From an optimization exercise on the open Yosys and OpenROAD flow, aimed at small area, a short achievable clock period and few clock cycles per item; shortcuts taken in it are not production practice. No functional check of the RTL was part of any run shown here. Power is estimated from default activity; no workload was simulated.

==> flow/design.v <==
module bnn_layer0 (
    input  wire        clk,
    input  wire        reset_n,
    input  wire        i_run,
    output wire        o_idle,
    output wire        o_done,
    output wire [6:0]  addr_input,
    output wire        ce_input,
    input  wire [27:0] q_input,
    output wire [1:0]  addr_weight,
    output wire        ce_weight,
    input  wire [26:0] q_weight,
    output wire [6:0]  addr_output,
    output wire        we_output,
    output wire [25:0] d_output
);
localparam LAT = 2;               
localparam END = 88 + LAT;        
reg        busy;
reg  [6:0] cnt;                   
reg  [1:0] m3;                    
reg        ce_in;
reg  [6:0] a_in;
reg  [1:0] rch;
reg        we;
reg  [6:0] a_out;
reg  [1:0] och;
reg        done;
wire start = i_run & ~busy;
always @(posedge clk or negedge reset_n) begin
    if (!reset_n) begin
        busy  <= 1'b0;
        cnt   <= 7'd0;
        m3    <= 2'd0;
        ce_in <= 1'b0;
        we    <= 1'b0;
        done  <= 1'b0;
    end else begin
        done <= busy && (cnt == END);
        if (start) begin
            busy <= 1'b1;
            cnt  <= 7'd1;
            m3   <= 2'd1;
        end else if (busy) begin
            cnt <= cnt + 7'd1;
            m3  <= (m3 == 2'd2) ? 2'd0 : m3 + 2'd1;
            if (cnt == END) busy <= 1'b0;
        end
        ce_in <= start | (busy && (cnt <= 7'd83));
        we <= busy && (cnt >= 10 + LAT) && (cnt <= 87 + LAT);
    end
end
wire nidle;
bnn_idle u_idle (
    .clk     (clk),
    .reset_n (reset_n),
    .d       (busy ? (cnt != END) : i_run),
    .q       (nidle)
);
always @(posedge clk) begin
    if (start) begin
        a_in <= 7'd0;
        rch  <= 2'd0;
    end else if (ce_in) begin
        if (rch == 2'd2) begin
            rch  <= 2'd0;
            a_in <= a_in - 7'd55;
        end else begin
            rch  <= rch + 2'd1;
            a_in <= a_in + 7'd28;
        end
    end
    if (start) begin
        a_out <= 7'd0;
        och   <= 2'd0;
    end else if (we) begin
        if (och == 2'd2) begin
            och   <= 2'd0;
            a_out <= a_out - 7'd51;
        end else begin
            och   <= och + 2'd1;
            a_out <= a_out + 7'd26;
        end
    end
end
assign o_idle      = ~nidle;
assign o_done      = done;
assign addr_input  = a_in;
assign ce_input    = ce_in;
assign addr_weight = m3;
assign ce_weight   = busy;
assign addr_output = a_out;
assign we_output   = we;
reg [27:0] qd1, qd2;              
always @(posedge clk) begin
    qd1 <= q_input;
    qd2 <= qd1;
end
reg [27:0] win [0:8];
wire ld = busy && (m3 == 2'd1);   
always @(posedge clk) begin
    if (ld) begin
        win[0] <= win[1]; win[1] <= win[2]; win[2] <= qd2;
        win[3] <= win[4]; win[4] <= win[5]; win[5] <= qd1;
        win[6] <= win[7]; win[7] <= win[8]; win[8] <= q_input;
    end
end
wire [25:0] res;
genvar h, s;
generate
    for (h = 0; h < 2; h = h + 1) begin : g_half
        wire [134:0] ws;
        for (s = 0; s < 9; s = s + 1) begin : g_s
            assign ws[s*15 +: 15] = win[s][27 - 13*h -: 15];
        end
        bnn_half u_half (
            .clk      (clk),
            .ws       (ws),
            .q_weight (q_weight),
            .res      (res[25 - 13*h -: 13])
        );
    end
endgenerate
reg [25:0] d_out;
always @(posedge clk) d_out <= res;
assign d_output = d_out;
endmodule
module bnn_idle (
    input  wire clk,
    input  wire reset_n,
    input  wire d,
    output reg  q
);
always @(posedge clk or negedge reset_n) begin
    if (!reset_n) q <= 1'b0;
    else          q <= d;
end
endmodule
module bnn_half (
    input  wire         clk,
    input  wire [134:0] ws,
    input  wire [26:0]  q_weight,
    output wire [12:0]  res
);
reg [26:0] w_reg;                 
always @(posedge clk) w_reg <= q_weight;
genvar j, s, k;
generate
    for (j = 0; j < 13; j = j + 1) begin : g_col
        wire [26:0] d, w;
        for (s = 0; s < 9; s = s + 1) begin : g_s
            for (k = 0; k < 3; k = k + 1) begin : g_k
                assign d[s*3 + k] = ws[s*15 + 14 - j - k];
                assign w[s*3 + k] = w_reg[26 - (s*3 + k)];
            end
        end
        bnn_col u_col (.clk(clk), .d(d), .w(w), .o(res[12 - j]));
    end
endgenerate
endmodule
module bnn_col (
    input  wire        clk,
    input  wire [26:0] d,
    input  wire [26:0] w,
    output wire        o
);
wire [26:0] m = d ^ w;
wire [8:0] s1, c1;                
wire [2:0] as_, ac, bs, bc;       
genvar i;
generate
    for (i = 0; i < 9; i = i + 1) begin : g_l1
        bnn_fa u_fa (.a(m[3*i]), .b(m[3*i+1]), .c(m[3*i+2]), .s(s1[i]), .co(c1[i]));
    end
    for (i = 0; i < 3; i = i + 1) begin : g_l2
        bnn_fa u_fa1 (.a(s1[3*i]), .b(s1[3*i+1]), .c(s1[3*i+2]), .s(as_[i]), .co(ac[i]));
        bnn_fa u_fa2 (.a(c1[3*i]), .b(c1[3*i+1]), .c(c1[3*i+2]), .s(bs[i]), .co(bc[i]));
    end
endgenerate
reg [2:0] r_as, r_ac, r_bs, r_bc;
always @(posedge clk) begin
    r_as <= as_;
    r_ac <= ac;
    r_bs <= bs;
    r_bc <= bc;
end
wire x0 = (r_as[0] & r_as[1]) | (r_as[0] & r_as[2]) | (r_as[1] & r_as[2]);
wire y_s, y_c, z_s, z_c, u_s, u_c;
bnn_fa u_y (.a(r_ac[0]), .b(r_ac[1]), .c(r_ac[2]), .s(y_s), .co(y_c));
bnn_fa u_z (.a(r_bs[0]), .b(r_bs[1]), .c(r_bs[2]), .s(z_s), .co(z_c));
bnn_fa u_u (.a(r_bc[0]), .b(r_bc[1]), .c(r_bc[2]), .s(u_s), .co(u_c));
wire a_ge1 = x0 | y_s | z_s;
wire a_eq3 = x0 & y_s & z_s;
wire b_ge1 = y_c | z_c | u_s;
wire b_ge2 = (y_c & z_c) | (y_c & u_s) | (z_c & u_s);
wire b_eq3 = y_c & z_c & u_s;
wire ge = (u_c & (b_ge2 | (b_ge1 & a_ge1) | a_eq3))
        | (b_eq3 & a_ge1)
        | (b_ge2 & a_eq3);
assign o = ~ge;
endmodule
module bnn_fa (
    input  wire a,
    input  wire b,
    input  wire c,
    output wire s,
    output wire co
);
assign s  = a ^ b ^ c;
assign co = (a & b) | (a & c) | (b & c);
endmodule
==> flow/run.sh <==
#!/bin/bash
# synth_recipe.tcl (not shown) runs the flow's synth.tcl, then flattens the netlist and writes it again
# the make line also repeats each setting of config.mk as NAME=value (left out here)
make -C /OpenROAD-flow-scripts/flow DESIGN_CONFIG=/design/flow/config.mk WORK_HOME=/design/flow/orfs CLKGATE_MAP_FILE= SYNTH_SCRIPT=/design/flow/synth_recipe.tcl finish
==> flow/config.mk <==
export PLATFORM = sky130hd
export DESIGN_NAME = bnn_layer0
export DESIGN_NICKNAME = bnn_layer0
export VERILOG_FILES = /design/flow/design.v
export SDC_FILE = /design/flow/constraint.sdc
export NUM_CORES = 4
export LEC_CHECK = 0
export CAP_MARGIN = 20
export CORE_MARGIN = 2
export CORE_UTILIZATION = 40
export PLACE_DENSITY = 0.6
export SETUP_SLACK_MARGIN = 3.8
export SLEW_MARGIN = 20
export SYNTH_HIERARCHICAL = 1
export SYNTH_MINIMUM_KEEP_SIZE = 0
==> flow/constraint.sdc <==
create_clock -name core_clock -period 6.0 [get_ports {clk}]
set_input_delay 1.2000 -clock core_clock [delete_from_list [all_inputs] [get_ports {clk}]]
set_output_delay 1.2000 -clock core_clock [all_outputs]
set_load 0.01 [all_outputs]
==> results.sh, run 1 <==
export IMPL_drt_iter0_markers=1258
export IMPL_rsz0062_at_grt="yes"
export IMPL_holdPathEnd="qd2[8]"
export IMPL_largest_register_ffs=252
export IMPL_fin_crit_ns=2.39
export IMPL_tightest_slew_ns=0.947
export IMPL_setup_violations=0
export IMPL_route_detailed_drc=0
export IMPL_antenna_found_initial=1
export IMPL_finalClockSkew_ns=0.0133
export IMPL_die_h_microns=306
export IMPL_critical_path_arrival_ns=1.19
export IMPL_grt_overflow=0
export IMPL_initial_utilization_pct=40.5
export IMPL_nets=3153
export IMPL_worstPathRequired_ns=4.80
export IMPL_multi_input_area_sq_um=19300
export IMPL_wl_microns=88100
export IMPL_p_leak_nw=16.5
export IMPL_yosysWarningCount=11
export IMPL_slew_headroom_pct=36.8
export IMPL_via_per_inst=5.17
export IMPL_firstDrtPassIters=7
export IMPL_first_global_vias=22500
export IMPL_synth_cells=2393
export IMPL_drive_gt1_share_pct=14.0
export IMPL_report_final_slew_viol_count=0
export IMPL_p_clk_share_pct=16.8
export IMPL_grt_max_degree=137
export IMPL_reg2reg_to="g_half[1].u_half.g_col[11].u_col.r_as[0]"
export IMPL_min_delay_start="qd1[8]"
export IMPL_rows=110
export IMPL_clk_path_buf_depth=3
export IMPL_cpLargestDelayFamily="flip-flops"
export IMPL_max_vdd_ir_drop_uv=293
export IMPL_seqCellArea_sq_um=17400
export IMPL_max_stage_delay_ns=0.44
export IMPL_tritoncts="yes"
export IMPL_p_switching_mw=11.9
export IMPL_cts_max_level=3
export IMPL_die_x_microns=306
export IMPL_synth_distinct_cells=54
export IMPL_grt_pass1_wl_microns=137000
export IMPL_synth_edf_count=252
export IMPL_max_cap_violations=0
export IMPL_intPower_mw=17.7
export IMPL_worstPathBufferInverterCount=1
export IMPL_netlist_area_sq_um=36600
export IMPL_cts_sinks=732
export IMPL_postRouteAntennaNets=0
export IMPL_clk_latency_ns=0.62
export IMPL_top_register="win"
export IMPL_hold_class="reg2reg"
export IMPL_hold_viol=0
export IMPL_end_kind="output port"
export IMPL_die_area_sq_um=93900
export IMPL_globalplace_congestion=0.839
export IMPL_core_area_sq_um=90300
export IMPL_cts_made_buffers=82
export IMPL_crit_fanout=2
export IMPL_status="timing/DRC/antenna clean"
export IMPL_p_per_area_nw_per_um2=702
export IMPL_synth_nets=2929
export IMPL_n_antenna_cell=0
export IMPL_pin_count=105
export IMPL_swShare_pct=40.3
export IMPL_fill_cells=7883
export IMPL_grt_usage_pct=19.3
export IMPL_max_freq_ghz=0.419
export IMPL_ys_async_sr_fraction_pct=1.91
export IMPL_path_clk_slew_ns=0.06
export IMPL_critPathSlowestCell="dfrtp_2"
export IMPL_timing_rr_start="g_half[1].u_half.w_reg[23]"
export IMPL_wl_per_cell_microns=22.8
export IMPL_area_growth_pct=15.4
export IMPL_clock_root_buffer="clkbuf_16"
export IMPL_min_path_cells=0
export IMPL_ys_seq_elements=732
export IMPL_cts_hold_buffers=0
export IMPL_period_share_pct=39.8
export IMPL_syn_avg_cell_area_sq_um=15.3
export IMPL_cp_start_kind="register"
export IMPL_r2r_slack_ns=3.86
export IMPL_finalSetupTns_ns=0
export IMPL_power_total_mw=29.6
export IMPL_synthFlopType="dfxtp_1"
export IMPL_hpwl_microns=61700
export IMPL_vias=20000
export IMPL_port_buffers=104
export IMPL_r2r_cells=3
export IMPL_crit_type="reg2out"
export IMPL_cp_cell_sequence="buf_6"
export IMPL_p_seq_share_pct=33.7
export IMPL_yosysSeqAreaShare_pct=47.1
export IMPL_pwr_share_comb_pct=49.4
==> kinds of logic (layout without fill, tap and decap cells) <==
logic type / after synthesis / in the layout / synth area share (%)
fa+ha+maj: 504 / 504 / 26.8
mux: 4 / 4 / 0.113
compound gates: 310 / 310 / 6.55
buf+inv: 17 / 307 / 0.198
xor+xnor: 709 / 709 / 17.0
simple gates: 117 / 117 / 2.25
flops: 732 / 732 / 47.1
==> cells in the mapped netlist (26+ instances only) <==
cell type,instances,share of area [%]
o21ai_0,39,0.53
o311a_1,26,0.71
dfxtp_1,466,26
a21oi_1,40,0.55
a41oi_1,26,0.62
xor2_1,705,17
a21o_1,55,1.1
o31a_2,26,0.71
a41o_1,26,0.71
o2111ai_1,26,0.62
fa_1,468,26
nor4_2,26,0.89
maj3_2,26,0.80
edfxtp_1,252,21
and3_1,27,0.46
o21a_1,26,0.53
==> layer usage <==
metal | up-vias | wire (microns) | track usage [%]
met4 | 0 | 1390 | 4.47
met5 | - | 0 | 0
li1 | 8692 | - | -
met1 | 10600 | 40600 | 27.7
met2 | 582 | 41300 | 30.7
met3 | 98 | 4820 | 3.26
==> Yosys stat by module, one instance, submodules excluded <==
module	cell area (sq um)	flip-flops and latches
bnn_layer0	10800	365
bnn_col	587	12
bnn_half	541	27
bnn_idle	25.0	1
bnn_fa	20.0	0
==> layout by cell type (no fill, tap or decap), types with 7 or more instances in the layout <==
master,count
a21oi_1,40
and3_1,27
dfxtp_1,405
o31ai_1,7
a41oi_1,26
clkinv_2,17
dfxtp_4,12
a41o_1,26
edfxtp_1,252
buf_6,29
o311a_1,26
clkbuf_8,8
inv_1,9
ha_1,10
o21a_1,26
clkbuf_1,12
o2111ai_1,26
buf_2,19
o31a_2,26
fa_1,468
nand2_1,14
clkbuf_16,93
xor2_1,704
nor4_2,25
clkdlybuf4s50_1,57
nor2_1,14
dfxtp_2,49
o21ai_0,39
maj3_2,26
buf_4,41
a21o_1,55
dfrtp_1,11
==> how the worst max path moves through the flow <==
stage | start | cells after the start | end
finish | we | 1 | we_output
global route | we | 1 | we_output
CTS | we | 1 | we_output
detailed placement | i_run | 5 | a_out[3]
global placement | i_run | 5 | a_out[3]
floorplan | busy | 3 | win[0][0]
==> what timing repair did <==
action,in CTS,in global routing
buffers inserted,16,6
resized for setup,272,26
setup endpoints to repair,255,49
==> power by group through the flow <==
stage / Sequential, mW / Clock (mW) / Combinational [mW]
6_report: 10.0 / 4.99 / 14.6
3_5_place_dp: 10.1 / 0 / 14.4
4_1_cts: 9.99 / 5.13 / 14.7
5_1_grt: 10.3 / 5.32 / 16.7
2_1_floorplan: 9.51 / 0 / 10.2
3_3_place_gp: 10.0 / 0 / 13.3
==> through the flow <==
step	utilization, %	std cells	hold WS, ns	setup slack (ns)	area, sq um
after floorplan	-	2393	0.327	1.23	36600
after global placement	43.5	3687	0.329	3.35	39300
after detailed placement	43.5	3687	0.335	3.35	39300
after CTS	46.6	3853	0.348	3.56	42000
after global routing	46.7	3859	0.353	3.58	42200
final	46.7	3859	0.347	3.61	42200
==> layout make-up <==
class / count / share of cell area (%)
multi-input combinational: 1644 / 45.7
sequential: 732 / 41.1
clock buffer: 113 / 5.88
tap: 1176 / 3.49
timing repair buffer: 148 / 3.18
clock inverter: 37 / 0.531
inverter: 9 / 0.0801
==> run 2, diff against run 1 <==
--- a/flow/config.mk
+++ b/flow/config.mk
@@ -8,6 +8,8 @@
 export CAP_MARGIN = 20
 export CORE_MARGIN = 2
 export CORE_UTILIZATION = 40
+export CTS_CLUSTER_DIAMETER = 80
+export CTS_CLUSTER_SIZE = 20
 export PLACE_DENSITY = 0.6
 export SETUP_SLACK_MARGIN = 3.8
 export SLEW_MARGIN = 20
==> results.sh, run 2 <==
export IMPL_timing_rr_start="g_half[1].u_half.w_reg[3]"
export IMPL_p_per_area_nw_per_um2=683
export IMPL_worstPathBufferInverterCount=1
export IMPL_synth_edf_count=252
export IMPL_hold_viol=0
export IMPL_wl_microns=87200
export IMPL_clock_root_buffer="clkbuf_16"
export IMPL_yosysSeqAreaShare_pct=47.1
export IMPL_r2r_slack_ns=3.86
export IMPL_via_per_inst=5.21
export IMPL_worstPathRequired_ns=4.80
export IMPL_grt_pass1_wl_microns=136000
export IMPL_largest_register_ffs=252
export IMPL_max_stage_delay_ns=0.45
export IMPL_status="timing/DRC/antenna clean"
export IMPL_initial_utilization_pct=40.5
export IMPL_clk_path_buf_depth=3
export IMPL_final_cell_mix="704 x xor2_1, 468 x fa_1, 405 x dfxtp_1"
export IMPL_area_growth_pct=12.0
export IMPL_max_vdd_ir_drop_uv=309
export IMPL_busiest_layer="met2"
export IMPL_min_path_cells=0
export IMPL_synth_top_cells_by_count="705 x xor2_1, 468 x fa_1, 466 x dfxtp_1"
export IMPL_r2r_cells=4
export IMPL_layout_commonest_cell="xor2_1"
export IMPL_ys_top_cells_by_area="fa_1 26%, dfxtp_1 26%, edfxtp_1 21%"
export IMPL_vias=19700
export IMPL_synthFlopType="dfxtp_1"
export IMPL_seqCellArea_sq_um=17400
export IMPL_yosysWarningCount=11
export IMPL_synth_distinct_cells=54
export IMPL_dp_slack_ns=3.35
export IMPL_path_clk_slew_ns=0.09
export IMPL_fin_ws_ns=3.60
export IMPL_tightest_slew_ns=0.911
export IMPL_critPathSlowestCell="dfrtp_2"
export IMPL_tritoncts="yes"
export IMPL_route_detailed_drc=0
export IMPL_report_final_slew_viol_count=0
export IMPL_top_register="win"
export IMPL_crit_fanout=2
export IMPL_drt_iter0_markers=1263
export IMPL_power_total_mw=28.0
export IMPL_synth_cells=2393
export IMPL_synth_nets=2929
export IMPL_grt_met2_usage_pct=30.6
export IMPL_first_global_vias=22100
export IMPL_hpwl_microns=61700
export IMPL_end_kind="output port"
export IMPL_port_buffers=104
export IMPL_finalClockSkew_ns=0.0260
export IMPL_drive_gt1_share_pct=11.6
export IMPL_ys_async_sr_fraction_pct=1.91
export IMPL_nets=3116
export IMPL_die_area_sq_um=93900
export IMPL_synth_most_common_cell="xor2_1"
export IMPL_rows=110
export IMPL_crit_type="reg2out"
export IMPL_core_area_sq_um=90300
export IMPL_setup_violations=0
export IMPL_holdPathEnd="qd2[8]"
export IMPL_grt_usage_pct=19.0
export IMPL_cts_sinks=732
export IMPL_synth_top_area_cell="fa_1"
export IMPL_grt_overflow=0
export IMPL_use_met3_pct=2.84
export IMPL_firstDrtPassIters=5
export IMPL_slew_headroom_pct=39.2
export IMPL_hold_class="reg2reg"
export IMPL_postRouteAntennaNets=0
export IMPL_hold_slack_ns=0.351
export IMPL_wl_per_cell_microns=23.0
export IMPL_max_cap_violations=0
export IMPL_cp_cell_sequence="buf_6"
export IMPL_fill_cells=7959
export IMPL_ys_seq_elements=732
export IMPL_antenna_found_initial=1
export IMPL_gr_usage_met1_pct=27.7
export IMPL_cp_start_kind="register"
export IMPL_cts_max_level=2
export IMPL_fin_crit_ns=2.40
export IMPL_multi_input_area_sq_um=19300
export IMPL_p_leak_nw=15.9
export IMPL_critical_path_arrival_ns=1.20
export IMPL_min_delay_start="qd1[8]"
export IMPL_die_h_microns=306
export IMPL_period_share_pct=40.0
export IMPL_max_freq_ghz=0.417
export IMPL_die_x_microns=306
export IMPL_finalSetupTns_ns=0
export IMPL_yosysTopAreaCellShare_pct=25.6
export IMPL_cts_made_buffers=47
export IMPL_grt_max_degree=137
export IMPL_rsz0062_at_grt="yes"
export IMPL_pin_count=105
export IMPL_globalplace_congestion=0.839
export IMPL_syn_avg_cell_area_sq_um=15.3
export IMPL_cpLargestDelayFamily="flip-flops"
export IMPL_netlist_area_sq_um=36600
export IMPL_clk_latency_ns=0.62
export IMPL_postLayoutCoreUtil_pct=45.4
export IMPL_reg2reg_to="g_half[1].u_half.g_col[5].u_col.r_as[2]"
-- run 2: per-module statistics from Yosys, one instance, submodules excluded --
module | cells | flops+latches | cell area, sq um | times used
bnn_col | 52 | 12 | 587 | 26
bnn_layer0 | 518 | 365 | 10800 | 1
bnn_idle | 1 | 1 | 25.0 | 1
bnn_half | 27 | 27 | 541 | 2
bnn_fa | 1 | 0 | 20.0 | 468
-- run 2: layer usage --
metal | vias to the layer above | part of all wire, % | wire (microns)
met3 | 81 | 5.4 | 4730
met5 | - | 0 | 0
li1 | 8593 | - | -
met1 | 10500 | 46 | 40400
met4 | 0 | 1.3 | 1160
met2 | 550 | 47 | 40900
-- run 2: through the flow --
stage | area, sq um | std cells
final | 41000 | 3792
after global placement | 39300 | 3687
after global routing | 41000 | 3791
after detailed placement | 39300 | 3687
after floorplan | 36600 | 2393
after CTS | 40800 | 3787
-- run 2: kinds of logic after synthesis --
family	count (synthesis)	share of synthesized area, %
AOI/OAI and AO/OA	310	6.55
and+or+nand+nor	117	2.25
xor gates and xnor gates	709	17.0
adders and majority gates	504	26.8
DFF	732	47.1
muxes	4	0.113
buffers and inverters	17	0.198
-- run 2: power breakdown --
part           internal (mW)  total, mW  switching, mW  leakage (nW)
Combinational           6.82       14.6           7.76          8.69
Clock                   1.60       3.39           1.79         0.716
Sequential              7.92       9.99           2.07          6.48
Total                   16.3       28.0           11.6          15.9
-- run 2: worst max path at each step --
stage / cells past startpoint / startpoint / endpoint
3_3_place_gp: 5 / i_run / a_out[3]
3_5_place_dp: 5 / i_run / a_out[3]
4_1_cts: 1 / we / we_output
6_report: 1 / we / we_output
5_1_grt: 1 / we / we_output
2_1_floorplan: 3 / busy / win[0][0]
-- run 2: cell type report --
type                       count  share of cell area [%]
antenna                        1                 0.00611
clock buffer                  73                    3.31
clock inverter                11                   0.308
inverter                       9                  0.0825
multi-input combinational   1644                    47.1
sequential                   732                    42.4
tap                         1176                    3.59
timing repair buffer         146                    3.23
-- run 2: repair_timing --
item	4_1_cts	5_1_grt
resized for setup	272	26
hold buffers	0	0
buffers inserted	16	4
endpoints found under the setup margin	255	49
==> run 3, diff against run 2 <==
--- a/flow/config.mk
+++ b/flow/config.mk
@@ -11,7 +11,7 @@
 export CTS_CLUSTER_DIAMETER = 80
 export CTS_CLUSTER_SIZE = 20
 export PLACE_DENSITY = 0.6
-export SETUP_SLACK_MARGIN = 3.8
+export SETUP_SLACK_MARGIN = 3.6
 export SLEW_MARGIN = 20
 export SYNTH_HIERARCHICAL = 1
 export SYNTH_MINIMUM_KEEP_SIZE = 0
==> results.sh, run 3 <==
export IMPL_status="timing/DRC/antenna clean"
export IMPL_synthXorXnorAreaFrac_pct=17.0
export IMPL_final_cell_mix="705 x xor2_1, 468 x fa_1, 419 x dfxtp_1"
export IMPL_tritoncts="yes"
export IMPL_r2r_slack_ns=3.65
export IMPL_synth_cells=2393
export IMPL_end_kind="output port"
export IMPL_clock_root_buffer="clkbuf_16"
export IMPL_layout_commonest_cell="xor2_1"
export IMPL_rsz0062_at_grt="yes"
export IMPL_port_buffers=104
export IMPL_ys_seq_elements=732
export IMPL_multi_input_area_sq_um=19300
export IMPL_postRouteAntennaNets=0
export IMPL_synth_top_area_cell="fa_1"
export IMPL_period_share_pct=40.0
export IMPL_rows=110
export IMPL_antenna_found_initial=1
export IMPL_hold_viol=0
export IMPL_cts_hold_buffers=0
export IMPL_max_cap_violations=0
export IMPL_synth_nets=2929
export IMPL_report_final_slew_viol_count=0
export IMPL_core_area_sq_um=90300
export IMPL_die_h_microns=306
export IMPL_route_top_layer_used="met4"
export IMPL_hold_class="reg2reg"
export IMPL_yosysSeqAreaShare_pct=47.1
export IMPL_firstDrtPassIters=5
export IMPL_grt_overflow=0
export IMPL_fill_cells=7985
export IMPL_ys_top_cells_by_area="fa_1 26%, dfxtp_1 26%, edfxtp_1 21%"
export IMPL_cpLargestDelayFamily="flip-flops"
export IMPL_synth_top_family_by_area="adder cells"
export IMPL_wirelength_met1_microns=40300
export IMPL_yosys_area_share_simple_pct=2.25
export IMPL_cp_start_kind="register"
export IMPL_grt_usage_pct=19.0
export IMPL_yosysWarningCount=11
export IMPL_crit_type="reg2out"
export IMPL_hpwl_microns=61700
export IMPL_drive_gt1_share_pct=10.7
export IMPL_critical_path_arrival_ns=1.20
export IMPL_synth_distinct_cells=54
export IMPL_top_register="win"
export IMPL_via_per_inst=5.21
export IMPL_grt_max_degree=137
export IMPL_die_x_microns=306
export IMPL_setup_violations=0
export IMPL_grt_pass1_wl_microns=135000
export IMPL_drt_iter0_markers=1298
export IMPL_initial_utilization_pct=40.5
export IMPL_finalClockSkew_ns=0.0258
export IMPL_tightest_slew_ns=1.03
export IMPL_pin_count=105
export IMPL_p_seq_share_pct=35.8
export IMPL_dr_wl_met2_microns=40900
export IMPL_cts_sinks=732
export IMPL_synth_most_common_cell="xor2_1"
export IMPL_swShare_pct=41.6
export IMPL_first_global_vias=22100
export IMPL_intPower_mw=16.2
export IMPL_route_detailed_drc=0
export IMPL_critPathSlowestCell="dfrtp_2"
export IMPL_cp_cell_sequence="buf_6"
export IMPL_crit_fanout=2
export IMPL_fin_crit_ns=2.40
export IMPL_ys_async_sr_fraction_pct=1.91
export IMPL_worstPathBufferInverterCount=1
export IMPL_wl_met3_microns=4720
export IMPL_path_clk_slew_ns=0.09
export IMPL_cts_made_buffers=47
export IMPL_p_clk_share_pct=12.2
export IMPL_worstPathRequired_ns=4.80
export IMPL_yosysTopAreaCellShare_pct=25.6
export IMPL_max_vdd_ir_drop_uv=307
export IMPL_clk_path_buf_depth=3
export IMPL_wl_microns=87100
export IMPL_dp_slack_ns=3.35
export IMPL_slew_headroom_pct=31.5
export IMPL_largest_register_ffs=252
export IMPL_clk_latency_ns=0.62
export IMPL_finalSetupTns_ns=0
export IMPL_max_freq_ghz=0.416
export IMPL_synthMuxAreaShare_pct=0.113
export IMPL_die_area_sq_um=93900
export IMPL_nets=3110
export IMPL_p_per_area_nw_per_um2=682
export IMPL_postLayoutCoreUtil_pct=45.2
export IMPL_p_switching_mw=11.6
export IMPL_vias=19700
export IMPL_cts_max_level=2
export IMPL_area_growth_pct=11.6
export IMPL_synth_compound_area_share_pct=6.55
export IMPL_netlist_area_sq_um=36600
export IMPL_globalplace_congestion=0.839
export IMPL_seqCellArea_sq_um=17300
export IMPL_synth_top_cells_by_count="705 x xor2_1, 468 x fa_1, 466 x dfxtp_1"
export IMPL_wl_per_cell_microns=23.0
export IMPL_max_stage_delay_ns=0.45
export IMPL_synth_edf_count=252
export IMPL_fin_ws_ns=3.60
export IMPL_synthFlopType="dfxtp_1"
export IMPL_syn_avg_cell_area_sq_um=15.3
export IMPL_n_antenna_cell=0
export IMPL_pwr_share_comb_pct=52.0
export IMPL_synthAdderAreaFrac_pct=26.8
export IMPL_p_leak_nw=15.8
## run 3: cell counts after synthesis
No cell type changed its count.
## run 3: path summary, 6_finish.rpt
| check | from | end | cells past startpoint |
|---|---|---|---|
| min in group asynchronous | reset_n | cnt[5] | 1 |
| hold reg to reg | qd1[8] | qd2[8] | 0 |
| setup / recovery | we | we_output | 1 |
| hold / removal | qd1[8] | qd2[8] | 0 |
| setup reg to reg | g_half[0].u_half.w_reg[18] | g_half[0].u_half.g_col[3].u_col.r_as[0] | 3 |
| max in group asynchronous | reset_n | busy | 1 |
## run 3: kinds of logic (layout without fill, tap and decap cells)
kind of cell    after synthesis  count (layout)
buf+inv                      17             233
compound gates              310             310
xor+xnor                    709             709
simple gates                117             117
mux                           4               4
flops                       732             732
fa+ha+maj                   504             504
## run 3: power groups by stage
stage	combinational (mW)	sequential, mW	clock (mW)
2_1_floorplan	10.2	9.51	0
3_3_place_gp	13.3	10.0	0
3_5_place_dp	14.4	10.1	0
4_1_cts	14.6	9.97	3.51
5_1_grt	16.5	10.2	3.66
6_report	14.5	9.97	3.39
## run 3: routing by layer
metal,global-route usage (%),vias to the layer above
met3,2.81,82
li1,-,8580
met2,30.6,552
met4,3.17,0
met5,0,-
met1,27.7,10500
## run 3: final cells by class
class | count | share of cell area [%]
Clock buffer | 73 | 3.33
Multi-Input combinational cell | 1644 | 47.2
Sequential cell | 732 | 42.5
Inverter | 9 | 0.0828
Clock inverter | 11 | 0.310
Timing Repair Buffer | 140 | 2.99
Tap cell | 1176 | 3.60
## run 3: repair_timing
action	CTS	global route
resized for setup	208	19
endpoints found under the hold margin	0	0
setup buffers	13	1
pin swaps	0	0
setup endpoints to repair	152	132
## run 3: per-stage QoR
step	total power, mW	hold WS, ns	instances	area [sq um]
after floorplan	19.7	0.327	2393	36600
after global placement	23.4	0.329	3687	39300
after detailed placement	24.5	0.335	3687	39300
after CTS	28.1	0.350	3784	40800
after global routing	30.4	0.356	3785	40800
final	27.8	0.351	3785	40800
## run 3: modules after synthesis, one instance, submodules excluded
module	times used	cells inside
bnn_half	2	27
bnn_layer0	1	518
bnn_col	26	52
bnn_idle	1	1
bnn_fa	468	1
==> run 4, diff against run 3 <==
--- a/flow/design.v
+++ b/flow/design.v
@@ -105,6 +105,8 @@
         win[6] <= win[7]; win[7] <= win[8]; win[8] <= q_input;
     end
 end
+reg [26:0] w_reg;                 
+always @(posedge clk) w_reg <= q_weight;
 wire [25:0] res;
 genvar h, s;
 generate
@@ -116,7 +118,7 @@
         bnn_half u_half (
             .clk      (clk),
             .ws       (ws),
-            .q_weight (q_weight),
+            .w_reg    (w_reg),
             .res      (res[25 - 13*h -: 13])
         );
     end
@@ -139,11 +141,9 @@
 module bnn_half (
     input  wire         clk,
     input  wire [134:0] ws,
-    input  wire [26:0]  q_weight,
+    input  wire [26:0]  w_reg,
     output wire [12:0]  res
 );
-reg [26:0] w_reg;                 
-always @(posedge clk) w_reg <= q_weight;
 genvar j, s, k;
 generate
     for (j = 0; j < 13; j = j + 1) begin : g_col
==> results.sh, run 4 <==
export IMPL_die_h_microns=304
export IMPL_end_kind="output port"
export IMPL_p_leak_nw=15.6
export IMPL_syn_avg_cell_area_sq_um=15.2
export IMPL_layout_commonest_cell="xor2_1"
export IMPL_drive_gt1_share_pct=11.0
export IMPL_max_stage_delay_ns=0.46
export IMPL_slew_headroom_pct=42.9
export IMPL_synth_cells=2372
export IMPL_pin_count=105
export IMPL_vias=19400
export IMPL_cts_max_level=2
export IMPL_yosys_area_share_simple_pct=2.26
export IMPL_largest_register_ffs=252
export IMPL_globalplace_congestion=0.832
export IMPL_synth_compound_area_share_pct=6.73
export IMPL_synthFlopType="dfxtp_1"
export IMPL_dpl_cell_area_sq_um=38700
export IMPL_status="timing/DRC/antenna clean"
export IMPL_hpwl_microns=57700
export IMPL_port_buffers=104
export IMPL_clk_path_buf_depth=3
export IMPL_yosysTopAreaCellShare_pct=26.0
export IMPL_hold_class="reg2reg"
export IMPL_rows=110
export IMPL_core_area_sq_um=89700
export IMPL_critPathSlowestCell="dfrtp_2"
export IMPL_synth_top_family_by_area="adder cells"
export IMPL_route_detailed_drc=0
export IMPL_ys_seq_elements=705
export IMPL_clk_latency_ns=0.64
export IMPL_ys_top_cells_by_area="fa_1 26%, dfxtp_1 24%, edfxtp_1 21%"
export IMPL_rsz0062_at_grt="yes"
export IMPL_final_cell_mix="704 x xor2_1, 468 x fa_1, 394 x dfxtp_1"
export IMPL_tightest_slew_ns=0.856
export IMPL_yosysWarningCount=10
export IMPL_dp_cells=3665
export IMPL_grt_usage_pct=18.4
export IMPL_cp_cell_sequence="buf_6"
export IMPL_timing_rr_start="w_reg[4]"
export IMPL_max_vdd_ir_drop_uv=310
export IMPL_max_cap_violations=0
export IMPL_fin_crit_ns=2.41
export IMPL_stdcell_area_sq_um=40400
export IMPL_dp_slack_ns=2.83
export IMPL_synth_edf_count=252
export IMPL_min_delay_start="qd1[12]"
export IMPL_postRouteAntennaNets=0
export IMPL_setup_violations=0
export IMPL_max_freq_ghz=0.416
export IMPL_cp_start_kind="register"
export IMPL_nets=3089
export IMPL_grt_max_degree=131
export IMPL_grt_overflow=0
export IMPL_path_clk_slew_ns=0.09
export IMPL_initial_utilization_pct=40.2
export IMPL_critical_path_arrival_ns=1.21
export IMPL_tritoncts="yes"
export IMPL_power_total_mw=27.0
export IMPL_wl_per_cell_microns=22.3
export IMPL_cpLargestDelayFamily="flip-flops"
export IMPL_synth_nets=2908
export IMPL_fin_ws_ns=3.59
export IMPL_cts_made_buffers=47
export IMPL_first_global_vias=21500
export IMPL_via_per_inst=5.14
export IMPL_synthMuxAreaShare_pct=0.115
export IMPL_top_register="win"
export IMPL_antenna_found_initial=0
export IMPL_die_x_microns=304
export IMPL_fin_cells=3766
export IMPL_n_antenna_cell=0
export IMPL_cts_sinks=705
export IMPL_worstSetupStartpoint="m3[1]"
export IMPL_fill_cells=7997
export IMPL_synthAdderAreaFrac_pct=27.1
export IMPL_crit_fanout=5
export IMPL_hold_slack_ns=0.349
export IMPL_netlist_area_sq_um=36100
export IMPL_synth_top_area_cell="fa_1"
export IMPL_report_final_slew_viol_count=0
export IMPL_grt_pass1_wl_microns=131000
export IMPL_worstPathRequired_ns=4.80
export IMPL_drt_iter0_markers=1173
export IMPL_postLayoutCoreUtil_pct=45.0
export IMPL_synthXorXnorAreaFrac_pct=17.2
export IMPL_synth_top_cells_by_count="704 x xor2_1, 468 x fa_1, 439 x dfxtp_1"
export IMPL_yosysSeqAreaShare_pct=46.3
export IMPL_synth_distinct_cells=52
export IMPL_clock_root_buffer="clkbuf_16"
export IMPL_area_growth_pct=12.0
export IMPL_worstPathBufferInverterCount=1
export IMPL_p_per_area_nw_per_um2=669
export IMPL_die_area_sq_um=92500
export IMPL_ys_async_sr_fraction_pct=1.99
export IMPL_period_share_pct=40.1
export IMPL_firstDrtPassIters=5
export IMPL_finalSetupTns_ns=0
export IMPL_finalClockSkew_ns=0.0453
export IMPL_synth_most_common_cell="xor2_1"
export IMPL_hold_viol=0
export IMPL_crit_type="reg2out"
export IMPL_wl_microns=84000
[run 4: cell types whose count changed after synthesis, moves of 2 or more]
cell	delta
dfxtp_1	-27
a21oi_1	+4
nand2_1	+3
a31oi_1	+2
nand3_1	-2
[run 4: timing repair]
item / 4_1_cts / 5_1_grt
hold buffers: 0 / 0
pin swaps: 1 / 1
setup buffers: 13 / 1
resized for setup: 210 / 10
gates cloned: 0 / 1
setup endpoints to repair: 433 / 144
[run 4: power by group]
part | switching [mW] | internal, mW | total (mW) | leakage, nW
sequential | 2.00 | 7.71 | 9.70 | 6.25
combinational | 7.39 | 6.46 | 13.9 | 8.62
clock | 1.77 | 1.70 | 3.47 | 0.764
[run 4: worst paths after layout]
check	to	slack [ns]	cells past startpoint
hold / removal	qd2[12]	0.35	0
min in group asynchronous	cnt[2]	0.97	1
setup / recovery	addr_weight[1]	3.59	1
setup reg to reg	g_half[0].u_half.g_col[9].u_col.r_as[2]	3.70	4
hold reg to reg	qd2[12]	0.35	0
max in group asynchronous	busy	4.57	1
[run 4: cell type report]
class	count	area, sq um	area share, %
Inverter	10	37.5	0.0930
Multi-Input combinational cell	1650	19300	47.8
Tap cell	1176	1470	3.64
Clock inverter	18	228	0.564
Timing Repair Buffer	139	1180	2.92
Sequential cell	705	16800	41.6
Clock buffer	68	1350	3.34
[run 4: per-module statistics from Yosys (local to each module, per instance), excerpt]
module,cells,cell area [sq um]
bnn_layer0,551,11400
bnn_col,52,587
bnn_idle,1,25.0
bnn_fa,1,20.0
[run 4: kinds of logic (layout without fill, tap and decap cells)]
logic type               count (synthesis)  in the layout
buffers and inverters                   18            235
flip-flops                             705            705
multiplexers                             4              4
adder cells (fa/ha/maj)                504            504
AO/OA/AOI/OAI                          316            316
AND/OR/NAND/NOR                        117            118
XOR/XNOR                               708            708
[run 4: layer usage]
layer  routed length [microns]  track usage, %
met4                      1830            4.44
met2                     40700            30.4
met1                     37700            25.6
met5                         0               0
met3                      3780            2.84
==> run 5, diff against run 4 <==
--- a/flow/design.v
+++ b/flow/design.v
@@ -105,8 +105,6 @@
         win[6] <= win[7]; win[7] <= win[8]; win[8] <= q_input;
     end
 end
-reg [26:0] w_reg;                 
-always @(posedge clk) w_reg <= q_weight;
 wire [25:0] res;
 genvar h, s;
 generate
@@ -118,7 +116,7 @@
         bnn_half u_half (
             .clk      (clk),
             .ws       (ws),
-            .w_reg    (w_reg),
+            .q_weight (q_weight),
             .res      (res[25 - 13*h -: 13])
         );
     end
@@ -141,9 +139,11 @@
 module bnn_half (
     input  wire         clk,
     input  wire [134:0] ws,
-    input  wire [26:0]  w_reg,
+    input  wire [26:0]  q_weight,
     output wire [12:0]  res
 );
+reg [26:0] w_reg;                 
+always @(posedge clk) w_reg <= q_weight;
 genvar j, s, k;
 generate
     for (j = 0; j < 13; j = j + 1) begin : g_col
==> flow/config.mk (replaced) <==
export PLATFORM = sky130hd
export DESIGN_NAME = bnn_layer0
export DESIGN_NICKNAME = bnn_layer0
export VERILOG_FILES = /design/flow/design.v
export SDC_FILE = /design/flow/constraint.sdc
export NUM_CORES = 4
export LEC_CHECK = 0
export CAP_MARGIN = 20
export CORE_MARGIN = 2
export CORE_UTILIZATION = 65
export PLACE_DENSITY = 0.75
export SETUP_SLACK_MARGIN = 3.8
export SLEW_MARGIN = 20
export SYNTH_HIERARCHICAL = 1
export SYNTH_MINIMUM_KEEP_SIZE = 0
==> results.sh, run 5 <==
export IMPL_status="timing/DRC/antenna clean"
export IMPL_max_freq_ghz=0.418
export IMPL_clock_root_buffer="clkbuf_16"
export IMPL_via_per_inst=5.85
export IMPL_wl_met3_microns=5270
export IMPL_wl_per_cell_microns=23.9
export IMPL_yosysWarningCount=11
export IMPL_period_share_pct=39.9
export IMPL_yosysTopAreaCellShare_pct=25.6
export IMPL_max_vdd_ir_drop_uv=421
export IMPL_route_top_layer_used="met4"
export IMPL_crit_fanout=2
export IMPL_grt_usage_pct=29.8
export IMPL_postRouteAntennaNets=0
export IMPL_core_area_sq_um=55400
export IMPL_largest_register_ffs=252
export IMPL_path_clk_slew_ns=0.06
export IMPL_clk_latency_ns=0.62
export IMPL_postLayoutCoreUtil_pct=74.9
export IMPL_area_growth_pct=13.5
export IMPL_worstPathBufferInverterCount=1
export IMPL_syn_avg_cell_area_sq_um=15.3
export IMPL_finalClockSkew_ns=0.0237
export IMPL_slew_headroom_pct=44.6
export IMPL_crit_type="reg2out"
export IMPL_pin_count=105
export IMPL_critical_path_arrival_ns=1.19
export IMPL_layout_commonest_cell="xor2_1"
export IMPL_die_h_microns=241
export IMPL_ys_async_sr_fraction_pct=1.91
export IMPL_synthFlopType="dfxtp_1"
export IMPL_synth_top_area_cell="fa_1"
export IMPL_report_final_slew_viol_count=0
export IMPL_drt_iter0_markers=1413
export IMPL_route_detailed_drc=0
export IMPL_worstPathRequired_ns=4.80
export IMPL_globalplace_congestion=0.837
export IMPL_cts_made_buffers=77
export IMPL_antenna_found_initial=0
export IMPL_dr_wl_met2_microns=39700
export IMPL_tightest_slew_ns=0.831
export IMPL_wl_microns=81300
export IMPL_synth_most_common_cell="xor2_1"
export IMPL_critPathSlowestCell="dfrtp_2"
export IMPL_netlist_area_sq_um=36600
export IMPL_synth_cells=2393
export IMPL_final_cell_mix="705 x xor2_1, 468 x fa_1, 391 x dfxtp_1"
export IMPL_vias=19900
export IMPL_hold_viol=0
export IMPL_finalSetupTns_ns=0
export IMPL_synth_distinct_cells=54
export IMPL_synth_top_cells_by_count="705 x xor2_1, 468 x fa_1, 466 x dfxtp_1"
export IMPL_end_kind="output port"
export IMPL_grt_max_degree=139
export IMPL_synth_nets=2929
export IMPL_clk_path_buf_depth=3
export IMPL_cp_cell_sequence="buf_6"
export IMPL_n_antenna_cell=0
export IMPL_top_register="win"
export IMPL_yosysSeqAreaShare_pct=47.1
export IMPL_p_leak_nw=16.4
export IMPL_firstDrtPassIters=5
export IMPL_ys_seq_elements=732
export IMPL_hold_class="reg2reg"
export IMPL_rsz0062_at_grt="yes"
export IMPL_nets=3131
export IMPL_cts_max_level=3
export IMPL_p_per_area_nw_per_um2=707
export IMPL_max_stage_delay_ns=0.44
export IMPL_port_buffers=104
export IMPL_cts_hold_buffers=0
export IMPL_grt_overflow=0
export IMPL_max_cap_violations=0
export IMPL_ys_top_cells_by_area="fa_1 26%, dfxtp_1 26%, edfxtp_1 21%"
export IMPL_fill_cells=3411
export IMPL_rows=86
export IMPL_first_global_vias=22100
export IMPL_cp_start_kind="register"
export IMPL_drive_gt1_share_pct=13.6
export IMPL_synth_edf_count=252
export IMPL_cts_sinks=732
export IMPL_fin_crit_ns=2.39
export IMPL_die_area_sq_um=58200
export IMPL_setup_violations=0
export IMPL_hpwl_microns=57700
export IMPL_grt_pass1_wl_microns=128000
export IMPL_cpLargestDelayFamily="flip-flops"
export IMPL_wirelength_met1_microns=34700
export IMPL_die_x_microns=241
export IMPL_tritoncts="yes"
export IMPL_initial_utilization_pct=66.0
==> run 5: modules after synthesis (local to each module, per instance) <==
module      copies in the design  flops+latches
bnn_layer0                     1            365
bnn_col                       26             12
bnn_half                       2             27
bnn_idle                       1              1
bnn_fa                       468              0
==> run 5: metrics by stage <==
step                      std cells  setup WS [ns]  hold WS [ns]  cell area, sq um  total power [mW]
after floorplan                2393           1.23         0.327             36600              19.7
after global placement         3243           3.42         0.330             38600              23.0
after detailed placement       3243           3.39         0.338             38600              24.1
after CTS                      3404           3.56         0.351             41400              29.4
after global routing           3406           3.56         0.356             41500              31.8
final                          3406           3.61         0.351             41500              29.3
==> run 5: path summary, 6_finish.rpt <==
kind	endpoint	depth (start not counted)	from	slack, ns
worst max-delay path	we_output	1	we	3.61
worst min-delay path	qd2[23]	0	qd1[23]	0.35
worst max register to register	g_half[1].u_half.g_col[10].u_col.r_as[1]	3	g_half[1].u_half.w_reg[11]	3.82
worst min register to register	qd2[23]	0	qd1[23]	0.35
max in group asynchronous	ce_in	1	reset_n	4.57
min in group asynchronous	cnt[6]	1	reset_n	0.98
==> run 5: routing by layer <==
layer,up-vias,global-route usage (%)
li1,8656,-
met1,10500,41.9
met2,636,48.3
met3,119,6.12
met4,0,6.92
met5,-,0
==> run 5: report_power, final <==
part           switching (mW)  total [mW]  internal, mW
Sequential               2.11        10.0          7.92
Combinational            7.58        14.3          6.75
Clock                    1.99        4.97          2.98
Total                    11.7        29.3          17.6
==> run 5: what timing repair did <==
action / CTS / global route
setup buffers: 18 / 2
setup endpoints to repair: 576 / 53
endpoints found under the hold margin: 0 / 0
resized for setup: 295 / 18
cloned: 1 / 0
pin swaps: 1 / 0
==> run 5: area by class of cell <==
| cell class | instances | area, sq um | area share [%] |
|---|---|---|---|
| multi-input combinational | 1645 | 19300 | 46.5 |
| sequential | 732 | 17400 | 41.9 |
| clock buffer | 105 | 2240 | 5.39 |
| timing repair buffer | 130 | 1190 | 2.87 |
| tap | 748 | 936 | 2.26 |
| clock inverter | 37 | 432 | 1.04 |
| inverter | 9 | 33.8 | 0.0814 |
==> run 5: logic make-up after synthesis <==
family / count (synthesis) / synth area share [%]
DFF: 732 / 47.1
xor gates and xnor gates: 709 / 17.0
adders and majority gates: 504 / 26.8
AOI/OAI and AO/OA: 310 / 6.55
and+or+nand+nor: 117 / 2.25
buffers and inverters: 17 / 0.198
muxes: 4 / 0.113
==> run 6, diff against run 5 <==
--- a/flow/config.mk
+++ b/flow/config.mk
@@ -7,8 +7,10 @@
 export LEC_CHECK = 0
 export CAP_MARGIN = 20
 export CORE_MARGIN = 2
-export CORE_UTILIZATION = 65
-export PLACE_DENSITY = 0.75
+export CORE_UTILIZATION = 40
+export CTS_CLUSTER_DIAMETER = 50
+export CTS_CLUSTER_SIZE = 16
+export PLACE_DENSITY = 0.6
 export SETUP_SLACK_MARGIN = 3.8
 export SLEW_MARGIN = 20
 export SYNTH_HIERARCHICAL = 1
==> results.sh, run 6 <==
export IMPL_ys_seq_elements=732
export IMPL_synth_top_cells_by_count="705 x xor2_1, 468 x fa_1, 466 x dfxtp_1"
export IMPL_final_cell_mix="704 x xor2_1, 468 x fa_1, 405 x dfxtp_1"
export IMPL_finalClockSkew_ns=0.0238
export IMPL_dpl_cell_area_sq_um=39300
export IMPL_status="timing/DRC/antenna clean"
export IMPL_fill_cells=7829
export IMPL_port_buffers=104
export IMPL_wl_microns=87900
export IMPL_path_clk_slew_ns=0.06
export IMPL_fin_crit_ns=2.40
export IMPL_cts_hold_buffers=0
export IMPL_max_freq_ghz=0.417
export IMPL_synth_cells=2393
export IMPL_hpwl_microns=61700
export IMPL_p_switching_mw=12.2
export IMPL_synthMuxAreaShare_pct=0.113
export IMPL_synth_most_common_cell="xor2_1"
export IMPL_via_per_inst=5.17
export IMPL_hold_class="reg2reg"
export IMPL_critPathSlowestCell="dfrtp_2"
export IMPL_drt_iter0_markers=1193
export IMPL_cp_endpoint="we_output"
export IMPL_worstPathBufferInverterCount=1
export IMPL_layout_commonest_cell="xor2_1"
export IMPL_report_final_slew_viol_count=0
export IMPL_p_per_area_nw_per_um2=710
export IMPL_syn_avg_cell_area_sq_um=15.3
export IMPL_pwr_share_comb_pct=48.2
export IMPL_synth_top_area_cell="fa_1"
export IMPL_drive_gt1_share_pct=14.8
export IMPL_postLayoutCoreUtil_pct=47.2
export IMPL_nets=3158
export IMPL_p_seq_share_pct=33.0
export IMPL_globalplace_congestion=0.839
export IMPL_initial_utilization_pct=40.5
export IMPL_firstDrtPassIters=5
export IMPL_worstPathRequired_ns=4.80
export IMPL_min_delay_start="qd1[8]"
export IMPL_cp_cell_sequence="buf_6"
export IMPL_period_share_pct=40.0
export IMPL_synthXorXnorAreaFrac_pct=17.0
export IMPL_die_h_microns=306
export IMPL_grt_usage_pct=19.3
export IMPL_max_cap_violations=0
export IMPL_timing_rr_start="g_half[1].u_half.w_reg[3]"
export IMPL_largest_register_ffs=252
export IMPL_stdcell_area_sq_um=42700
export IMPL_setup_violations=0
export IMPL_grt_overflow=0
export IMPL_cts_made_buffers=89
export IMPL_tightest_slew_ns=0.924
export IMPL_finalSetupTns_ns=0
export IMPL_area_growth_pct=16.6
export IMPL_netlist_area_sq_um=36600
export IMPL_yosys_area_share_simple_pct=2.25
export IMPL_p_clk_share_pct=18.7
export IMPL_fin_ws_ns=3.60
export IMPL_worstSetupStartpoint="we"
export IMPL_crit_fanout=2
export IMPL_synth_compound_area_share_pct=6.55
export IMPL_dp_slack_ns=3.35
export IMPL_synthAdderAreaFrac_pct=26.8
export IMPL_cts_max_level=3
export IMPL_critical_path_arrival_ns=1.20
export IMPL_p_leak_nw=16.7
export IMPL_path_depth=1
export IMPL_end_kind="output port"
export IMPL_crit_type="reg2out"
export IMPL_die_area_sq_um=93900
export IMPL_vias=20000
export IMPL_yosysTopAreaCellShare_pct=25.6
export IMPL_yosysWarningCount=11
export IMPL_clock_root_buffer="clkbuf_16"
export IMPL_r2r_cells=4
export IMPL_max_vdd_ir_drop_uv=287
export IMPL_power_total_mw=30.3
export IMPL_intPower_mw=18.0
export IMPL_synth_edf_count=252
export IMPL_n_antenna_cell=0
export IMPL_grt_max_degree=137
export IMPL_first_global_vias=22600
export IMPL_antenna_found_initial=1
export IMPL_rsz0062_at_grt="yes"
export IMPL_synth_distinct_cells=54
export IMPL_top_register="win"
export IMPL_reg2reg_to="g_half[1].u_half.g_col[5].u_col.r_as[2]"
export IMPL_route_detailed_drc=0
export IMPL_cts_sinks=732
export IMPL_die_x_microns=306
export IMPL_synth_nets=2929
export IMPL_clk_latency_ns=0.65
export IMPL_core_area_sq_um=90300
export IMPL_synthFlopType="dfxtp_1"
export IMPL_cp_start_kind="register"
export IMPL_tritoncts="yes"
export IMPL_wl_per_cell_microns=22.7
export IMPL_hold_viol=0
export IMPL_cpLargestDelayFamily="flip-flops"
export IMPL_swShare_pct=40.4
export IMPL_synth_top_family_by_area="adder cells"
export IMPL_max_stage_delay_ns=0.44
export IMPL_ys_async_sr_fraction_pct=1.91
export IMPL_pin_count=105
export IMPL_r2r_slack_ns=3.84
export IMPL_grt_pass1_wl_microns=137000
export IMPL_postRouteAntennaNets=0
export IMPL_rows=110
export IMPL_yosysSeqAreaShare_pct=47.1
export IMPL_clk_path_buf_depth=3
export IMPL_ys_top_cells_by_area="fa_1 26%, dfxtp_1 26%, edfxtp_1 21%"
export IMPL_slew_headroom_pct=38.4
==> run 6: cell count changes in the layout (fill, tap and decap cells not counted), sizes merged <==
cell | before | now
inv | 13 | 38
buf | 73 | 89
clkbuf | 105 | 104
bufinv | 8 | 7
nor2 | 16 | 15
clkinvlp | 5 | 3
clkinv | 20 | 25
==> run 6: modules after synthesis (local to each module, per instance) <==
module      area [sq um]  flip-flops and latches  times used
bnn_idle            25.0                       1           1
bnn_layer0         10800                     365           1
bnn_half             541                      27           2
bnn_col              587                      12          26
bnn_fa              20.0                       0         468
==> run 6: worst register-to-register path: cells and delay by family (launching register included) <==
kind	cells	cell delay, ns
XOR/XNOR	1	0.41
adder cells (fa/ha/maj)	2	0.98
buffers and inverters	1	0.34
flip-flops	1	0.31
==> run 6: power by group through the flow <==
stage / Combinational (mW) / Sequential, mW / Clock [mW]
floorplan: 10.2 / 9.51 / 0
global placement: 13.3 / 10.0 / 0
detailed placement: 14.4 / 10.1 / 0
CTS: 14.6 / 9.99 / 5.80
global route: 16.7 / 10.3 / 6.01
finish: 14.6 / 10.0 / 5.67
==> run 6: worst min path at each step <==
| stage | to | slack [ns] | cells after the start |
|---|---|---|---|
| floorplan | qd2[0] | 0.33 | 0 |
| global placement | qd2[8] | 0.33 | 0 |
| detailed placement | qd2[8] | 0.33 | 0 |
| CTS | qd2[14] | 0.35 | 0 |
| global route | qd2[14] | 0.35 | 0 |
| finish | qd2[8] | 0.35 | 0 |
==> run 6: metrics by stage <==
step,instances,hold WS [ns]
2_1_floorplan,2393,0.327
3_3_place_gp,3687,0.329
3_5_place_dp,3687,0.335
4_1_cts,3871,0.351
5_1_grt,3875,0.353
6_report,3875,0.352
==> run 6: cell type report <==
| cell class | instances | area (sq um) | share of cell area [%] |
|---|---|---|---|
| multi-input cells | 1644 | 19300 | 45.2 |
| flip-flops and latches | 732 | 17400 | 40.7 |
| clock buffers | 104 | 2390 | 5.60 |
| well taps | 1176 | 1470 | 3.45 |
| repair buffers | 146 | 1330 | 3.11 |
| clock inverters | 64 | 790 | 1.85 |
| inverters | 9 | 33.8 | 0.0792 |
==> run 6: kinds of logic after synthesis <==
| kind of cell | after synthesis |
|---|---|
| adder cells (fa/ha/maj) | 504 |
| XOR/XNOR | 709 |
| multiplexers | 4 |
| AO/OA/AOI/OAI | 310 |
| flip-flops | 732 |
| buffers and inverters | 17 |
| AND/OR/NAND/NOR | 117 |
==> run 6: layer usage <==
metal / wire length [microns] / vias to the layer above / part of all wire [%] / global-route usage (%)
met5: 0 / - / 0 / 0
met4: 1410 / 0 / 1.6 / 4.53
met3: 5060 / 99 / 5.8 / 3.60
met2: 41000 / 575 / 47 / 30.5
met1: 40500 / 10600 / 46 / 27.6
li1: - / 8738 / - / -
==> run 6: repair_timing <==
action	4_1_cts	5_1_grt
gates cloned	0	0
gates resized for setup	272	26
buffers inserted	16	4
setup endpoints to repair	255	49
==> run 7, diff against run 6 <==
--- a/flow/design.v
+++ b/flow/design.v
@@ -15,11 +15,10 @@
     output wire [25:0] d_output
 );
 localparam LAT = 2;               
-localparam END = 88 + LAT;        
+localparam END = 87 + LAT;        
 reg        busy;
 reg  [6:0] cnt;                   
 reg  [1:0] m3;                    
-reg        ce_in;
 reg  [6:0] a_in;
 reg  [1:0] rch;
 reg        we;
@@ -32,7 +31,6 @@
         busy  <= 1'b0;
         cnt   <= 7'd0;
         m3    <= 2'd0;
-        ce_in <= 1'b0;
         we    <= 1'b0;
         done  <= 1'b0;
     end else begin
@@ -40,14 +38,13 @@
         if (start) begin
             busy <= 1'b1;
             cnt  <= 7'd1;
-            m3   <= 2'd1;
+            m3   <= 2'd2;
         end else if (busy) begin
             cnt <= cnt + 7'd1;
             m3  <= (m3 == 2'd2) ? 2'd0 : m3 + 2'd1;
             if (cnt == END) busy <= 1'b0;
         end
-        ce_in <= start | (busy && (cnt <= 7'd83));
-        we <= busy && (cnt >= 10 + LAT) && (cnt <= 87 + LAT);
+        we <= busy && (cnt >= 9 + LAT) && (cnt <= 86 + LAT);
     end
 end
 wire nidle;
@@ -57,11 +54,19 @@
     .d       (busy ? (cnt != END) : i_run),
     .q       (nidle)
 );
-always @(posedge clk) begin
-    if (start) begin
+wire nce;
+bnn_idle u_nce (
+    .clk     (clk),
+    .reset_n (reset_n),
+    .d       (busy & (cnt > 7'd82) & (cnt != END)),
+    .q       (nce)
+);
+wire ce_in = ~nce;
+always @(posedge clk or negedge reset_n) begin
+    if (!reset_n) begin
         a_in <= 7'd0;
         rch  <= 2'd0;
-    end else if (ce_in) begin
+    end else if (ce_in && (busy || i_run)) begin
         if (rch == 2'd2) begin
             rch  <= 2'd0;
             a_in <= a_in - 7'd55;
@@ -69,7 +74,12 @@
             rch  <= rch + 2'd1;
             a_in <= a_in + 7'd28;
         end
-    end
+    end else begin
+        a_in <= 7'd0;
+        rch  <= 2'd0;
+    end
+end
+always @(posedge clk) begin
     if (start) begin
         a_out <= 7'd0;
         och   <= 2'd0;
@@ -105,6 +115,8 @@
         win[6] <= win[7]; win[7] <= win[8]; win[8] <= q_input;
     end
 end
+reg [26:0] w_reg;                 
+always @(posedge clk) w_reg <= q_weight;
 wire [25:0] res;
 genvar h, s;
 generate
@@ -116,7 +128,7 @@
         bnn_half u_half (
             .clk      (clk),
             .ws       (ws),
-            .q_weight (q_weight),
+            .w_reg    (w_reg),
             .res      (res[25 - 13*h -: 13])
         );
     end
@@ -139,11 +151,9 @@
 module bnn_half (
     input  wire         clk,
     input  wire [134:0] ws,
-    input  wire [26:0]  q_weight,
+    input  wire [26:0]  w_reg,
     output wire [12:0]  res
 );
-reg [26:0] w_reg;                 
-always @(posedge clk) w_reg <= q_weight;
 genvar j, s, k;
 generate
     for (j = 0; j < 13; j = j + 1) begin : g_col
--- a/flow/config.mk
+++ b/flow/config.mk
@@ -8,10 +8,10 @@
 export CAP_MARGIN = 20
 export CORE_MARGIN = 2
 export CORE_UTILIZATION = 40
-export CTS_CLUSTER_DIAMETER = 50
-export CTS_CLUSTER_SIZE = 16
+export CTS_CLUSTER_DIAMETER = 80
+export CTS_CLUSTER_SIZE = 20
 export PLACE_DENSITY = 0.6
-export SETUP_SLACK_MARGIN = 3.8
+export SETUP_SLACK_MARGIN = 3.6
 export SLEW_MARGIN = 20
 export SYNTH_HIERARCHICAL = 1
 export SYNTH_MINIMUM_KEEP_SIZE = 0
==> results.sh, run 7 <==
export IMPL_status="timing/DRC/antenna clean"
export IMPL_setup_violations=0
export IMPL_tritoncts="yes"
export IMPL_synth_cells=2368
export IMPL_initial_utilization_pct=40.2
export IMPL_rows=110
export IMPL_syn_avg_cell_area_sq_um=15.2
export IMPL_power_total_mw=26.8
export IMPL_cp_cell_sequence="buf_6"
export IMPL_layout_commonest_cell="xor2_1"
export IMPL_core_area_sq_um=89700
export IMPL_crit_type="reg2out"
export IMPL_tightest_slew_ns=0.737
export IMPL_grt_pass1_wl_microns=133000
export IMPL_max_stage_delay_ns=0.42
export IMPL_die_area_sq_um=92600
export IMPL_grt_max_degree=124
export IMPL_cts_made_buffers=46
export IMPL_hold_class="reg2reg"
export IMPL_max_cap_violations=0
export IMPL_cp_start_kind="register"
export IMPL_yosysSeqAreaShare_pct=46.4
export IMPL_top_register="win"
export IMPL_yosysTopAreaCellShare_pct=26.0
export IMPL_crit_fanout=3
export IMPL_rsz0062_at_grt="yes"
export IMPL_fin_crit_ns=2.37
export IMPL_drive_gt1_share_pct=10.8
export IMPL_grt_overflow=0
export IMPL_wl_microns=85200
export IMPL_multi_input_area_sq_um=19200
export IMPL_dpl_cell_area_sq_um=38800
export IMPL_drt_iter0_markers=1243
export IMPL_first_global_vias=21900
export IMPL_gr_usage_met1_pct=26.4
export IMPL_busiest_layer="met2"
export IMPL_grt_met2_usage_pct=30.7
export IMPL_die_x_microns=304
export IMPL_netlist_area_sq_um=36100
export IMPL_seqCellArea_sq_um=16800
export IMPL_synth_edf_count=252
export IMPL_die_h_microns=304
export IMPL_path_clk_slew_ns=0.09
export IMPL_nets=3088
export IMPL_synth_nets=2903
export IMPL_yosysWarningCount=10
export IMPL_critPathSlowestCell="dfrtp_1"
export IMPL_route_detailed_drc=0
export IMPL_hold_slack_ns=0.351
export IMPL_pin_count=105
export IMPL_vias=19500
export IMPL_antenna_found_initial=0
export IMPL_cpLargestDelayFamily="flip-flops"
export IMPL_stdcell_area_sq_um=40400
export IMPL_clk_latency_ns=0.61
export IMPL_area_growth_pct=12.0
export IMPL_port_buffers=104
export IMPL_grt_usage_pct=18.7
export IMPL_period_share_pct=39.5
export IMPL_largest_register_ffs=252
export IMPL_globalplace_congestion=0.798
export IMPL_end_kind="output port"
export IMPL_clock_root_buffer="clkbuf_16"
export IMPL_worstPathBufferInverterCount=1
export IMPL_final_cell_mix="703 x xor2_1, 468 x fa_1, 387 x dfxtp_1"
export IMPL_use_met3_pct=2.54
export IMPL_firstDrtPassIters=7
export IMPL_finalSetupTns_ns=0
export IMPL_ys_seq_elements=705
export IMPL_synth_most_common_cell="xor2_1"
export IMPL_ys_top_cells_by_area="fa_1 26%, dfxtp_1 24%, edfxtp_1 21%"
export IMPL_hold_viol=0
export IMPL_postRouteAntennaNets=0
export IMPL_slew_headroom_pct=50.9
export IMPL_report_final_slew_viol_count=0
export IMPL_ys_async_sr_fraction_pct=3.26
export IMPL_clk_path_buf_depth=3
export IMPL_cts_sinks=705
export IMPL_synth_top_cells_by_count="703 x xor2_1, 468 x fa_1, 430 x dfxtp_1"
export IMPL_max_vdd_ir_drop_uv=385
export IMPL_synth_distinct_cells=52
export IMPL_critical_path_arrival_ns=1.17
export IMPL_p_per_area_nw_per_um2=664
export IMPL_synthFlopType="dfxtp_1"
export IMPL_p_leak_nw=15.7
export IMPL_max_freq_ghz=0.422
export IMPL_worstPathRequired_ns=4.80
export IMPL_via_per_inst=5.18
export IMPL_synth_top_area_cell="fa_1"
export IMPL_fill_cells=7891
export IMPL_cts_max_level=2
export IMPL_finalClockSkew_ns=0.0282
export IMPL_hpwl_microns=59600
export IMPL_wl_per_cell_microns=22.6
==> run 7: cell count changes after synthesis, moves of 4 or more <==
cell,change
inv_1,+4
dfrtp_1,+9
o31ai_1,-4
nor2_1,+4
dfxtp_1,-36
==> run 7: cells by family (layout without fill, tap and decap cells) <==
kind of cell | after synthesis | after routing | share of synthesized area, %
flops | 705 | 705 | 46.4
xor+xnor | 708 | 708 | 17.2
buf+inv | 20 | 241 | 0.257
simple gates | 120 | 121 | 2.29
mux | 4 | 4 | 0.114
fa+ha+maj | 503 | 503 | 27.1
other cells | 0 | 1 | 0
compound gates | 308 | 308 | 6.59
==> run 7: layer usage <==
layer | wire length (microns) | vias up
li1 | - | 8513
met3 | 3820 | 106
met2 | 40800 | 494
met5 | 0 | -
met4 | 1830 | 0
met1 | 38800 | 10400
==> run 7: worst paths after layout <==
check	endpoint	start	slack [ns]	cells past startpoint
setup / recovery	addr_input[6]	a_in[6]	3.63	1
hold / removal	qd2[2]	qd1[2]	0.35	0
setup reg to reg	g_half[0].u_half.g_col[11].u_col.r_as[2]	w_reg[8]	3.64	4
hold reg to reg	qd2[2]	qd1[2]	0.35	0
max in group asynchronous	we	reset_n	5.05	1
min in group asynchronous	done	reset_n	0.56	1
==> run 7: timing repair <==
action,4_1_cts,5_1_grt
endpoints found under the setup margin,438,88
resized for setup,184,18
pin swaps,1,0
buffers inserted,17,0
hold buffers,0,0
gates cloned,1,0
==> run 7: metrics by stage <==
stage,std cells,setup slack (ns),utilization [%]
after floorplan,2368,1.27,-
after global placement,3663,3.42,43.2
after detailed placement,3663,3.35,43.2
after CTS,3766,3.51,45.1
after global routing,3766,3.58,45.0
final,3767,3.63,45.0
==> run 7: Yosys stat by module (local to each module, per instance), a selection <==
module      times used  area, sq um  flops+latches  cells
bnn_col             26          587             12     52
bnn_idle             2         25.0              1      1
bnn_layer0           1        11400            391    546
bnn_fa             468         20.0              0      1
==> run 7: power by group <==
group | total (mW) | switching, mW | internal, mW
Combinational | 13.7 | 7.32 | 6.40
Clock | 3.45 | 1.74 | 1.71
Sequential | 9.65 | 1.97 | 7.67
Total | 26.8 | 11.0 | 15.8
==> run 7: area by class of cell <==
class,count,share of cell area [%]
diodes,1,0.00619
clock buffers,71,3.39
clock inverters,14,0.434
inverters,13,0.121
flip-flops and latches,705,41.7
well taps,1176,3.64
repair buffers,143,3.08
multi-input cells,1644,47.6

[separate check: timing with driven ports]
How much do the figures lean on ideal ports? The routed layouts below were timed once more, with nothing changed but the port constraints.
Step 1, drivers: a clkbuf_16 drives clk and a buf_2 each remaining input, both assumed.
Step 2 adds t to the input delays and takes it off the output delays; t is the mean of the earliest and latest rising clock arrival at the registers after step 1. Input paths then give back, and output paths get back, about the clock's delay inside the block.
a / b / c = no drivers / after step 1 / after step 2; a / b = the first two.
| run | t, ns | slack for setup (ns) | worst setup path at the end | worst data-port slew with drivers (ns) | pins driven straight from the clock port |
|---|---|---|---|---|---|
| run 1 | 0.679 | 3.615 / 3.548 / 3.375 | input to register | 0.08 | 1 |
| run 2 | 0.663 | 3.601 / 3.539 / 3.399 | input to register | 0.08 | 1 |
| run 3 | 0.665 | 3.599 / 3.536 / 3.403 | input to register | 0.08 | 1 |
| run 4 | 0.678 | 3.595 / 3.528 / 3.143 | input to register | 0.07 | 1 |
| run 5 | 0.669 | 3.608 / 3.550 / 3.387 | input to register | 0.04 | 1 |
| run 6 | 0.703 | 3.601 / 3.535 / 3.363 | input to register | 0.08 | 1 |
| run 7 | 0.662 | 3.632 / 3.571 / 3.354 | input to register | 0.06 | 1 |
After both steps setup and hold are still met in every run listed. For run 4, which loses most, drivers alone change the setup slack by -0.067 ns; drivers and shift together by -0.452 ns.
